From an optimization exercise on the open Yosys and OpenROAD flow, aimed at small area; shortcuts taken in it are not production practice.
In this exercise RTL edits were held to simulation tests only and were not proved equivalent to the original.
Power is estimated from default activity; no workload was simulated.

File: config.mk
export PLATFORM = sky130hd
export DESIGN_NAME = combine
export DESIGN_NICKNAME = combine
export VERILOG_FILES = /design/flow/design.v
export SDC_FILE = /design/flow/constraint.sdc
export NUM_CORES = 4
export LEC_CHECK = 0
export CAP_MARGIN = 20
export CORE_MARGIN = 2
export CORE_UTILIZATION = 40
export SLEW_MARGIN = 20
File: constraint.sdc
create_clock -name core_clock -period 10.0 [get_ports {clk}]
set_input_delay 2.0000 -clock core_clock [delete_from_list [all_inputs] [get_ports {clk}]]
set_output_delay 2.0000 -clock core_clock [all_outputs]
set_load 0.01 [all_outputs]
File: design.v
module combine(led1, led2, led3, led4, l_red, l_blue, sw0, sw1, btn, clk, rst);
    input sw0, sw1;
    input [3:0] btn;
    input clk;
    input rst;
    output [6:0] led1, led2;
    output [6:0] led3, led4;
    output l_red, l_blue;
    reg [3:0] s0, p;
    always @(posedge clk) begin
        if (rst) begin
            s0 <= 4'd0;
            p <= 4'd0;
        end else begin
            s0 <= btn;
            p <= btn & ~s0;
        end
    end
    wire any = |p;
    wire one0 = p == 4'b0001;
    wire one1 = p == 4'b0010;
    wire one2 = p == 4'b0100;
    wire one3 = p == 4'b1000;
    reg [9:0] div;
    wire tick = div == 10'd1;
    always @(posedge clk) begin
        if (rst) div <= 10'd0;
        else if (tick) div <= 10'd17;
        else div <= {div[8:0], ~(div[9] ^ div[6])};
    end
    wire tick_ok = tick & ~any;
    reg [5:0] sec;
    wire sec_wrap = sec[5] & sec[4] & sec[3] & sec[1] & sec[0];
    wire [5:0] sec_t;
    assign sec_t[0] = tick_ok;
    assign sec_t[1] = sec_t[0] & sec[0];
    assign sec_t[2] = sec_t[1] & sec[1];
    assign sec_t[3] = sec_t[2] & sec[2];
    assign sec_t[4] = sec_t[3] & sec[3];
    assign sec_t[5] = sec_t[4] & sec[4];
    always @(posedge clk) begin
        if (rst || (tick_ok && sec_wrap)) sec <= 6'd0;
        else sec <= sec ^ sec_t;
    end
    function [3:0] inc10;
        input [3:0] u;
        input e;
        begin
            inc10[0] = u[0] ^ e;
            inc10[1] = u[1] ^ (e & u[0] & ~u[3]);
            inc10[2] = u[2] ^ (e & u[0] & u[1]);
            inc10[3] = u[3] ^ (e & u[0] & (u[3] | (u[1] & u[2])));
        end
    endfunction
    function [12:0] step;
        input [1:0] ht; input [3:0] hu; input [2:0] mt; input [3:0] mu;
        input im, ih;
        reg em, eh, w23;
        reg [1:0] nht; reg [3:0] nhu; reg [2:0] nmt; reg [3:0] nmu;
        begin
            em = im & mu[3] & mu[0];                     
            nmu = inc10(mu, im);
            nmt[0] = mt[0] ^ em;
            nmt[1] = mt[1] ^ (em & mt[0] & ~mt[2]);
            nmt[2] = mt[2] ^ (em & mt[0] & (mt[1] | mt[2]));
            eh = ih | (em & mt[2] & mt[0]);              
            w23 = ht[1] & hu[1] & hu[0];                 
            if (eh & w23) begin
                nhu = 4'd0;
                nht = 2'd0;
            end else begin
                nhu = inc10(hu, eh);
                nht[0] = ht[0] ^ (eh & hu[3] & hu[0]);
                nht[1] = ht[1] | (eh & hu[3] & hu[0] & ht[0]);
            end
            step = {nht, nhu, nmt, nmu};
        end
    endfunction
    reg [1:0] t_ht, a_ht;
    reg [3:0] t_hu, a_hu;
    reg [2:0] t_mt, a_mt;
    reg [3:0] t_mu, a_mu;
    reg pend_m, pend_h, pend_a;    
    wire [12:0] t_cur = step(t_ht, t_hu, t_mt, t_mu, pend_m & ~pend_a, pend_h & ~pend_a);
    wire [12:0] a_cur = step(a_ht, a_hu, a_mt, a_mu, pend_m & pend_a, pend_h & pend_a);
    always @(posedge clk) begin
        if (rst) begin
            {t_ht, t_hu, t_mt, t_mu} <= 13'd0;
            {a_ht, a_hu, a_mt, a_mu} <= 13'd0;
            pend_m <= 1'b0;
            pend_h <= 1'b0;
            pend_a <= 1'b0;
        end else begin
            {t_ht, t_hu, t_mt, t_mu} <= t_cur;
            {a_ht, a_hu, a_mt, a_mu} <= a_cur;
            pend_m <= (one0 & sw1) | (tick_ok & sec_wrap) | one2;
            pend_h <= (one1 & sw1) | one3;
            pend_a <= one2 | one3;
        end
    end
    reg mo_t;           
    reg [3:0] mo_u;     
    reg [1:0] d_t;      
    reg [3:0] d_u;      
    wire m28 = ~mo_t & ~mo_u[2] & mo_u[1] & ~mo_u[0];                  
    wire m30 = mo_t ? mo_u[0]                                           
                    : (mo_u[2] & ~mo_u[0]) | (mo_u[3] & mo_u[0]);       
    wire day_end = d_t[1] & (d_t[0] ? (d_u[0] | m30 | m28) : (m28 & d_u[3]));
    wire day_step = one0 & ~sw1;
    wire mon_step = (one1 & ~sw1) | (day_step & day_end);
    wire [3:0] du_inc = inc10(d_u, day_step);
    wire [3:0] mu_inc = inc10(mo_u, mon_step);
    always @(posedge clk) begin
        if (rst) begin
            mo_t <= 1'b0; mo_u <= 4'd1;
            d_t <= 2'd0; d_u <= 4'd1;
        end else begin
            if (mon_step & mo_t & mo_u[1]) begin        
                mo_t <= 1'b0; mo_u <= 4'd1;
            end else begin
                mo_t <= mo_t | (mon_step & mo_u[3] & mo_u[0]);
                mo_u <= mu_inc;
            end
            if (day_step & day_end) begin
                d_t <= 2'd0; d_u <= 4'd1;
            end else begin
                d_t[0] <= d_t[0] ^ (day_step & d_u[3] & d_u[0]);
                d_t[1] <= d_t[1] | (day_step & d_u[3] & d_u[0] & d_t[0]);
                d_u <= du_inc;
            end
        end
    end
    reg sw0_d;
    always @(posedge clk) begin
        if (rst) sw0_d <= 1'b0;
        else sw0_d <= sw0;
    end
    wire al_late = sw0_d & ({t_ht, t_hu, t_mt, t_mu} == {a_ht, a_hu, a_mt, a_mu});
    reg half;
    reg [8:0] lo;
    reg red, blue;
    wire lo_wrap = lo[8] & lo[7] & lo[6] & lo[5] & lo[4] & lo[1] & lo[0];
    wire [8:0] lo_t;
    assign lo_t[0] = al_late;
    genvar gi;
    generate
        for (gi = 1; gi < 9; gi = gi + 1) begin : g_lo
            assign lo_t[gi] = lo_t[gi-1] & lo[gi-1];
        end
    endgenerate
    always @(posedge clk) begin
        if (rst || (al_late && lo_wrap)) lo <= 9'd0;
        else lo <= lo ^ lo_t;
        if (rst) begin
            half <= 1'b0; red <= 1'b0; blue <= 1'b0;
        end else begin
            half <= half ^ (al_late & lo_wrap);
            if (al_late) begin
                red <= ~half;
                blue <= ~red;
            end
        end
    end
    assign l_red = al_late ? ~half : red;
    assign l_blue = al_late ? ~red : blue;
    function [6:0] seg10;
        input [3:0] d;
        case (d)
            4'd0: seg10 = 7'b0000001;
            4'd1: seg10 = 7'b1001111;
            4'd2: seg10 = 7'b0010010;
            4'd3: seg10 = 7'b0000110;
            4'd4: seg10 = 7'b1001100;
            4'd5: seg10 = 7'b0100100;
            4'd6: seg10 = 7'b0100000;
            4'd7: seg10 = 7'b0001111;
            4'd8: seg10 = 7'b0000000;
            4'd9: seg10 = 7'b0000100;
            4'd10: seg10 = 7'b0010000;
            4'd11: seg10 = 7'b0000100;
            4'd12: seg10 = 7'b0001100;
            4'd13: seg10 = 7'b0100100;
            4'd14: seg10 = 7'b0100000;
            default: seg10 = 7'b0000101;
        endcase
    endfunction
    function [6:0] seg6;
        input [2:0] d;
        case (d)
            3'd0: seg6 = 7'b0000001;
            3'd1: seg6 = 7'b1001111;
            3'd2: seg6 = 7'b0010010;
            3'd3: seg6 = 7'b0000110;
            3'd4: seg6 = 7'b1001100;
            3'd5: seg6 = 7'b0100100;
            3'd6: seg6 = 7'b0010100;
            default: seg6 = 7'b0100100;
        endcase
    endfunction
    function [6:0] seg3;
        input [1:0] d;
        case (d)
            2'd0: seg3 = 7'b0000001;
            2'd1: seg3 = 7'b1001111;
            2'd2: seg3 = 7'b0010010;
            default: seg3 = 7'b1011110;
        endcase
    endfunction
    wire [1:0] d_ht = pend_a ? a_ht : t_ht;
    wire [3:0] d_hu = pend_a ? a_hu : t_hu;
    wire [2:0] d_mt = pend_a ? a_mt : t_mt;
    wire [3:0] d_mu = pend_a ? a_mu : t_mu;
    assign led1 = seg3(sw1 ? d_ht : {1'b0, mo_t});
    assign led2 = seg10(sw1 ? d_hu : mo_u);
    assign led3 = seg6(sw1 ? d_mt : {1'b0, d_t});
    assign led4 = seg10(sw1 ? d_mu : d_u);
endmodule
File: flow/run.sh
#!/bin/bash
# Standard ORFS layout with two changes: the port buffers are the smallest
# buffer cell, and clock tree synthesis adds no dummy loads.
set -euo pipefail
cd "$(dirname "$0")/.."
export BUFFER_PORTS_ARGS="-buffer_cell sky130_fd_sc_hd__buf_1"
export CTS_ARGS="-sink_clustering_enable -repair_clock_nets -dont_use_dummy_load"
bash standard.sh > standard.log 2>&1
File: standard.sh
#!/bin/bash
# synth_recipe.tcl (not shown) runs the flow's synth.tcl, then flattens the netlist and writes it again
# the make line also repeats each setting of config.mk as NAME=value (left out here)
make -C /OpenROAD-flow-scripts/flow DESIGN_CONFIG=/design/flow/config.mk WORK_HOME=/design/flow/orfs CLKGATE_MAP_FILE= SYNTH_SCRIPT=/design/flow/synth_recipe.tcl "${@:-finish}"
==> flow_summary.yaml, run 1 <==
timing:
  finalSetupViolations: 0
  clock_skew_ps: 26.5
  tightest_slew_ps: 622
  grt_setup_unrepaired: "false"
  period_minus_slack_ps: 5900
  fin_tns_setup_ps: 0
  whs_ps: 383
  timing.final.crit_share_pct: 59.0
  finalHoldViolations: 0
  worst_slack_ps: 4100
  maxSlewHeadroom_pct: 58.2
  final_max_slew_viol_count: 0
  fmax_ghz: 0.169
drt:
  vias_per_cell: 4.92
  drt_iter0_drc: 105
  route.detailed.drc: 0
  drt.antenna.violating_nets: 0
  wl_per_cell_um: 12.5
  wl_um: 7210
  dr.pass1.iters: 4
  vias: 2829
global_routing:
  gr-total-overflow: 0
  grt_pass1_wl_um: 12500
  grt_use_total_pct: 13.9
  antenna_found_initial: 0
  grt_pass1_vias: 2714
  grt_start_max_net_pins: 54
synth:
  synth-main-ff-cell: "dfxtp_1"
  seq_area_frac_synth_pct: 38.2
  synth_cell_types: 51
  synthTopCellsByArea: "dfxtp_1, ha_1, xnor2_1"
  synthCells: 411
  synth_edf_count: 0
  syn_nets: 451
  synth_warnings: 1
  synthArstFlopShare_pct: 0
  syn-cell-area_sq_um: 4030
  ys_seq_elements: 77
  synth_area_per_cell_sq_um: 9.81
  synth_top_area_share_pct: 38.2
  yosysTopAreaCell: "dfxtp_1"
critical_path:
  cp_cell_sequence: "buf_1 -> buf_4 -> inv_1 -> a21oi_1 -> inv_1 -> ha_1 -> mux2_2 -> mux2_2 -> buf_1"
  cp.arrival_ps: 3900
  slowest_stage: "a21oi_1"
  crit_type: "primary input to output port"
  start_kind: "primary input"
  end_kind: "output port"
  cp_max_fo: 21
  required_ps: 8000
  max_stage_delay_ps: 340
cts:
  worst_skew_pair.late_latency_ps: 360
  cts_setup_buffers: 0
  cts_hold_buf: 0
  htree_num_levels: 3
  cts_sinks: 77
  clk_pin_slew_ps: 70
  root_buffer: "clkbuf_8"
  cts_tree: "built"
  cts_buffers: 9
  cts_repair_resize_count: 0
  clockBufferDepth: 2
power:
  p_leak_nw: 1.83
  powerDensity_nw_per_um2: 127
  max-vdd-ir-drop_uv: 78.1
final_layout:
  seq_area_sq_um: 1540
  area_delta_synth_final_pct: 8.47
  drive_gt1_share_pct: 8.37
  fin_nets: 484
  antenna_cells: 0
  final_area_sq_um: 4380
  fin_cells: 575
  multi_input_area_sq_um: 2330
  fillers: 977
placed_design:
  postPlaceCellArea_sq_um: 4250
  place_inst: 566
  place_hpwl_um: 5420
  io_buffers: 36
  finalWeightedCongestion: 0.776
  pre_cts_slack_ps: 4120
hold_path:
  min_path_type: "flip-flop to flip-flop"
floorplanning:
  dieArea_sq_um: 10900
  core_area_sq_um: 9770
  ios: 38
  initial_utilization_pct: 41.3
  row_count: 36
  die_h_um: 104
  die_w_um: 104
flow_run:
  drv_cap: 0
outcome:
  run_status: "no timing/DRC/antenna violations"
==> placed cells by master, fill, tap and decap left out, types with 3 or more instances in the layout <==
| master | Yosys | layout |
|---|---|---|
| a21oi_1 | 16 | 16 |
| a41o_1 | 3 | 3 |
| a41oi_1 | 3 | 3 |
| and2_1 | 18 | 18 |
| and3_1 | 5 | 5 |
| and4_1 | 3 | 3 |
| buf_1 | 0 | 35 |
| buf_4 | 4 | 3 |
| clkbuf_8 | 0 | 9 |
| dfxtp_1 | 77 | 77 |
| ha_1 | 32 | 32 |
| inv_1 | 15 | 15 |
| mux2_2 | 10 | 10 |
| mux2i_1 | 20 | 20 |
| nand2_1 | 15 | 15 |
| nand2b_1 | 9 | 9 |
| nand3_1 | 7 | 7 |
| nand4_1 | 3 | 3 |
| nor2_1 | 44 | 44 |
| nor2b_1 | 30 | 30 |
| nor3_1 | 6 | 6 |
| nor3b_1 | 9 | 9 |
| nor4_1 | 4 | 4 |
| nor4_4 | 3 | 3 |
| o21a_1 | 3 | 3 |
| xnor2_1 | 24 | 24 |
| xor2_1 | 7 | 7 |
==> metrics by stage <==
step                util, %  power, mW
floorplan                 -      0.372
global placement       43.5      0.384
detailed placement     43.5      0.385
CTS                    44.8      0.566
global route           44.8      0.587
finish                 44.8      0.557
==> worst paths after layout <==
check	slack, ps	startpoint	to	depth (start not counted)
setup reg to reg	6990	t_hu[1]	lo[7]	12
setup / recovery	4100	sw1	led2[3]	9
hold / removal	380	s0[0]	p[0]	1
hold reg to reg	380	s0[0]	p[0]	1
==> registers in the layout, summed over array words and instances (netlist names), 3 cells and up <==
register / cells
p: 4
t_mu: 4
d_u: 4
a_mu: 4
s0: 4
div: 10
a_hu: 4
mo_u: 4
sec: 6
a_mt: 3
t_mt: 3
t_hu: 4
lo: 9
==> power by group <==
| part | switching (mW) | total (mW) | leakage [nW] | internal (mW) |
|---|---|---|---|---|
| clock network | 0.0989 | 0.179 | 0.0647 | 0.0804 |
| logic | 0.0327 | 0.0575 | 1.14 | 0.0249 |
| registers | 0.00621 | 0.320 | 0.625 | 0.314 |
==> final cells by class <==
cell class / count / share of cell area (%)
Multi-Input combinational cell: 302 / 53.2
Sequential cell: 77 / 35.2
Tap cell: 133 / 3.80
Timing Repair Buffer: 39 / 3.63
Clock buffer: 9 / 2.83
Inverter: 15 / 1.29
==> cells by family (layout without fill, tap and decap cells) <==
group / count (synthesis) / count (layout) / synth area share [%]
compound gates: 36 / 36 / 6.27
buf+inv: 32 / 63 / 4.06
other cells: 1 / 1 / 0.0930
simple gates: 168 / 168 / 24.8
xor+xnor: 32 / 32 / 7.41
mux: 33 / 33 / 9.24
flops: 77 / 77 / 38.2
fa+ha+maj: 32 / 32 / 9.93
==> cell usage after synthesis (all sizes together), types with 2 or more instances <==
cell / number
nor2: 44
nand4: 5
and4: 4
inv: 15
and4b: 2
a41oi: 4
mux2i: 22
nand2: 15
xnor2: 25
o21a: 3
nand3: 7
nor3: 6
dfxtp: 77
and3: 5
nor4: 7
nand2b: 9
nor2b: 30
and2: 18
ha: 32
a211oi: 2
xor2: 7
a21oi: 16
nor3b: 9
a41o: 3
mux2: 11
buf: 12
a32o: 2
nor4b: 2
clkbuf: 5
==> metal layers <==
layer  up-vias  GRT usage (%)  wire length (um)
met5         -              0                 0
met4         0           4.92               105
met3        13           3.07               223
met2        32           23.2              3390
met1      1318           17.7              3490
li1       1466              -                 -
==> critical path: cells and delay by family <==
kind	cells	cell delay, ps
buffers and inverters	5	750
AO/OA/AOI/OAI	1	340
adder cells (fa/ha/maj)	1	300
multiplexers	2	510
==> run 2, diff against run 1 <==
==> run.sh (new file) <==
#!/bin/bash
# synth_recipe.tcl (not shown) runs the flow's synth.tcl, then flattens the netlist and writes it again
# the make line also repeats each setting of config.mk as NAME=value (left out here)
make -C /OpenROAD-flow-scripts/flow DESIGN_CONFIG=/design/flow/config.mk WORK_HOME=/design/flow/orfs CLKGATE_MAP_FILE= SYNTH_SCRIPT=/design/flow/synth_recipe.tcl finish
removed: flow/run.sh
removed: standard.sh
==> flow_summary.yaml, run 2 <==
outcome:
  run_status: "no timing/DRC/antenna violations"
power:
  powerDensity_nw_per_um2: 143
  max-vdd-ir-drop_uv: 103
  p_leak_nw: 1.96
  total_power_mw: 0.673
synth:
  synthCells: 411
  yosysMostFrequentCell: "dfxtp_1"
  synth_compound_area_share_pct: 6.27
  synth_top_area_share_pct: 38.2
  synth.area.mux_share_pct: 9.24
  synthTopCellsByCount: "dfxtp_1, nor2_1, ha_1"
  seq_area_frac_synth_pct: 38.2
  synth_top_family_by_area: "simple AND/OR/NAND/NOR gates"
  yosysTopAreaCell: "dfxtp_1"
  synth_cell_types: 51
  synth_edf_count: 0
  synth_warnings: 1
  synthArstFlopShare_pct: 0
  syn-cell-area_sq_um: 4030
  synth-main-ff-cell: "dfxtp_1"
  synth_simple_gate_area_share_pct: 24.8
  synth_fa_ha_area_share_pct: 9.93
  ys_seq_elements: 77
  syn_nets: 451
  synthXorXnorAreaFrac_pct: 7.41
  synth_area_per_cell_sq_um: 9.81
  synthTopCellsByArea: "dfxtp_1, ha_1, xnor2_1"
floorplanning:
  die_w_um: 104
  row_count: 36
  die_h_um: 104
  core_area_sq_um: 9770
  initial_utilization_pct: 41.3
  ios: 38
  dieArea_sq_um: 10900
final_layout:
  final_area_sq_um: 4710
  largest_register_ffs: 10
  reg_top3: "div (10), lo (9), sec (6)"
  fin_nets: 483
  antenna_cells: 0
  final_cell_mix: "dfxtp_1, nor2_1, clkdlybuf4s50_1, ha_1, nor2b_1"
  layout_commonest_cell: "dfxtp_1"
  fin_cells: 581
  drive_gt1_share_pct: 9.60
  fillers: 969
  area_delta_synth_final_pct: 16.7
  largest-register: "div"
cts:
  cts_repair_resize_count: 0
  clk_pin_slew_ps: 80
  htree_num_levels: 3
  cts_tree: "built"
  root_buffer: "clkbuf_8"
  cts_setup_buffers: 0
  worst_skew_pair.late_latency_ps: 340
  clockBufferDepth: 2
  cts_hold_buf: 0
  cts_sinks: 77
  cts_buffers: 9
flow_run:
  drv_cap: 0
hold_path:
  min_path_type: "flip-flop to flip-flop"
placed_design:
  place_hpwl_um: 5530
  pre_cts_slack_ps: 2910
  io_buffers: 36
  postPlaceCellArea_sq_um: 4460
  place_inst: 565
  finalWeightedCongestion: 0.777
critical_path:
  crit_type: "primary input to output port"
  cp_cell_sequence: "clkdlybuf4s50_1 -> inv_1 -> a21oi_1 -> inv_1 -> ha_1 -> mux2_2 -> mux2_2 -> clkdlybuf4s50_1"
  start_kind: "primary input"
  crit_family: "buffers and inverters"
  slowest_stage: "clkdlybuf4s50_1"
  cp.arrival_ps: 5110
  required_ps: 8000
  cp_max_fo: 21
  max_stage_delay_ps: 1030
  cp_num_buf_inv: 4
  end_kind: "output port"
global_routing:
  grt_pass1_wl_um: 12900
  top_usage_layer: "met2"
  grt_util_met1_pct: 19.2
  grt_use_total_pct: 14.5
  grt_start_max_net_pins: 54
  gr-total-overflow: 0
  grtUsageMet3_pct: 3.45
  grt_pass1_vias: 2697
  grt_use_met2_pct: 23.3
  antenna_found_initial: 0
timing:
  maxSlewHeadroom_pct: 42.6
  fin_tns_setup_ps: 0
  tightest_slew_ps: 859
  finalSetupViolations: 0
  finalHoldViolations: 0
  timing.final.crit_share_pct: 71.1
  period_minus_slack_ps: 7110
  worst_slack_ps: 2890
  clock_skew_ps: 10.6
  final_max_slew_viol_count: 0
  grt_setup_unrepaired: "false"
  fmax_ghz: 0.141
drt:
  wl_per_cell_um: 12.8
  vias_per_cell: 4.77
  drt_iter0_drc: 79
  dr.pass1.iters: 4
  vias: 2774
  wl_um: 7450
  drt.antenna.violating_nets: 0
  route.detailed.drc: 0
-- run 2: cell counts after synthesis --
No cell type changed its count.
-- run 2: cell type report --
cell class | count | area (sq um) | area share [%]
Inverter | 15 | 56.3 | 1.20
Tap cell | 133 | 166 | 3.53
Clock buffer | 9 | 124 | 2.63
Clock inverter | 7 | 123 | 2.60
Multi-Input combinational cell | 302 | 2330 | 49.4
Timing Repair Buffer | 38 | 370 | 7.86
Sequential cell | 77 | 1540 | 32.7
-- run 2: worst paths after layout --
check / startpoint / to / slack (ps) / cells past startpoint
worst min-delay path: s0[3] / p[3] / 380 / 1
worst max register to register: a_hu[1] / lo[7] / 7020 / 12
worst max-delay path: sw1 / led2[3] / 2890 / 8
worst min register to register: s0[3] / p[3] / 380 / 1
-- run 2: logic make-up after synthesis --
family / Yosys count
DFF: 77
muxes: 33
xor gates and xnor gates: 32
buffers and inverters: 32
and+or+nand+nor: 168
other: 1
AOI/OAI and AO/OA: 36
adders and majority gates: 32
-- run 2: metal layers --
| metal | part of all wire (%) | vias to the layer above |
|---|---|---|
| li1 | - | 1468 |
| met1 | 49 | 1276 |
| met2 | 47 | 24 |
| met3 | 2.6 | 6 |
| met4 | 0.90 | 0 |
| met5 | 0 | - |
-- run 2: power breakdown --
group	total, mW	internal [mW]	switching (mW)
Clock	0.286	0.167	0.119
Sequential	0.320	0.314	0.00614
Combinational	0.0678	0.0347	0.0330
-- run 2: per-stage QoR --
step | hold slack (ps) | utilization [%]
2_1_floorplan | 367 | -
6_report | 384 | 48.2
3_5_place_dp | 376 | 45.7
3_3_place_gp | 372 | 45.7
5_1_grt | 401 | 48.2
4_1_cts | 388 | 48.2

## afterwards: timing with drivers on the ports
The flow's constraints put no driver on any port. The routed layouts listed below were extracted and timed again, unchanged, in two steps.
Step 1 (the two cells are an assumption about what drives the block):
set clk [get_ports {clk}]
set_driving_cell -lib_cell sky130_fd_sc_hd__clkbuf_16 $clk
set_driving_cell -lib_cell sky130_fd_sc_hd__buf_2 [delete_from_list [all_inputs] $clk]
Step 2 moves the port delays by t, midway between the first and last clock arrival at a register: inputs arrive t later, outputs are due t later. That takes back most of the time a late clock gives input paths.
a / b / c = ideal ports / drivers / drivers and shift; a / b = the first two.
run | t, ns | slack for setup (ns) | worst data-port slew with drivers (ns) | pins driven straight from the clock port
run 1 | 0.372 | 4.098 / 4.067 / 4.067 | 0.03 | 1
run 2 | 0.372 | 2.891 / 2.858 / 2.858 | 0.04 | 1
After both steps every run listed still meets setup and hold. The setup slack of run 2, which loses most, moves by -0.033 ns with the drivers and by -0.033 ns with both steps.
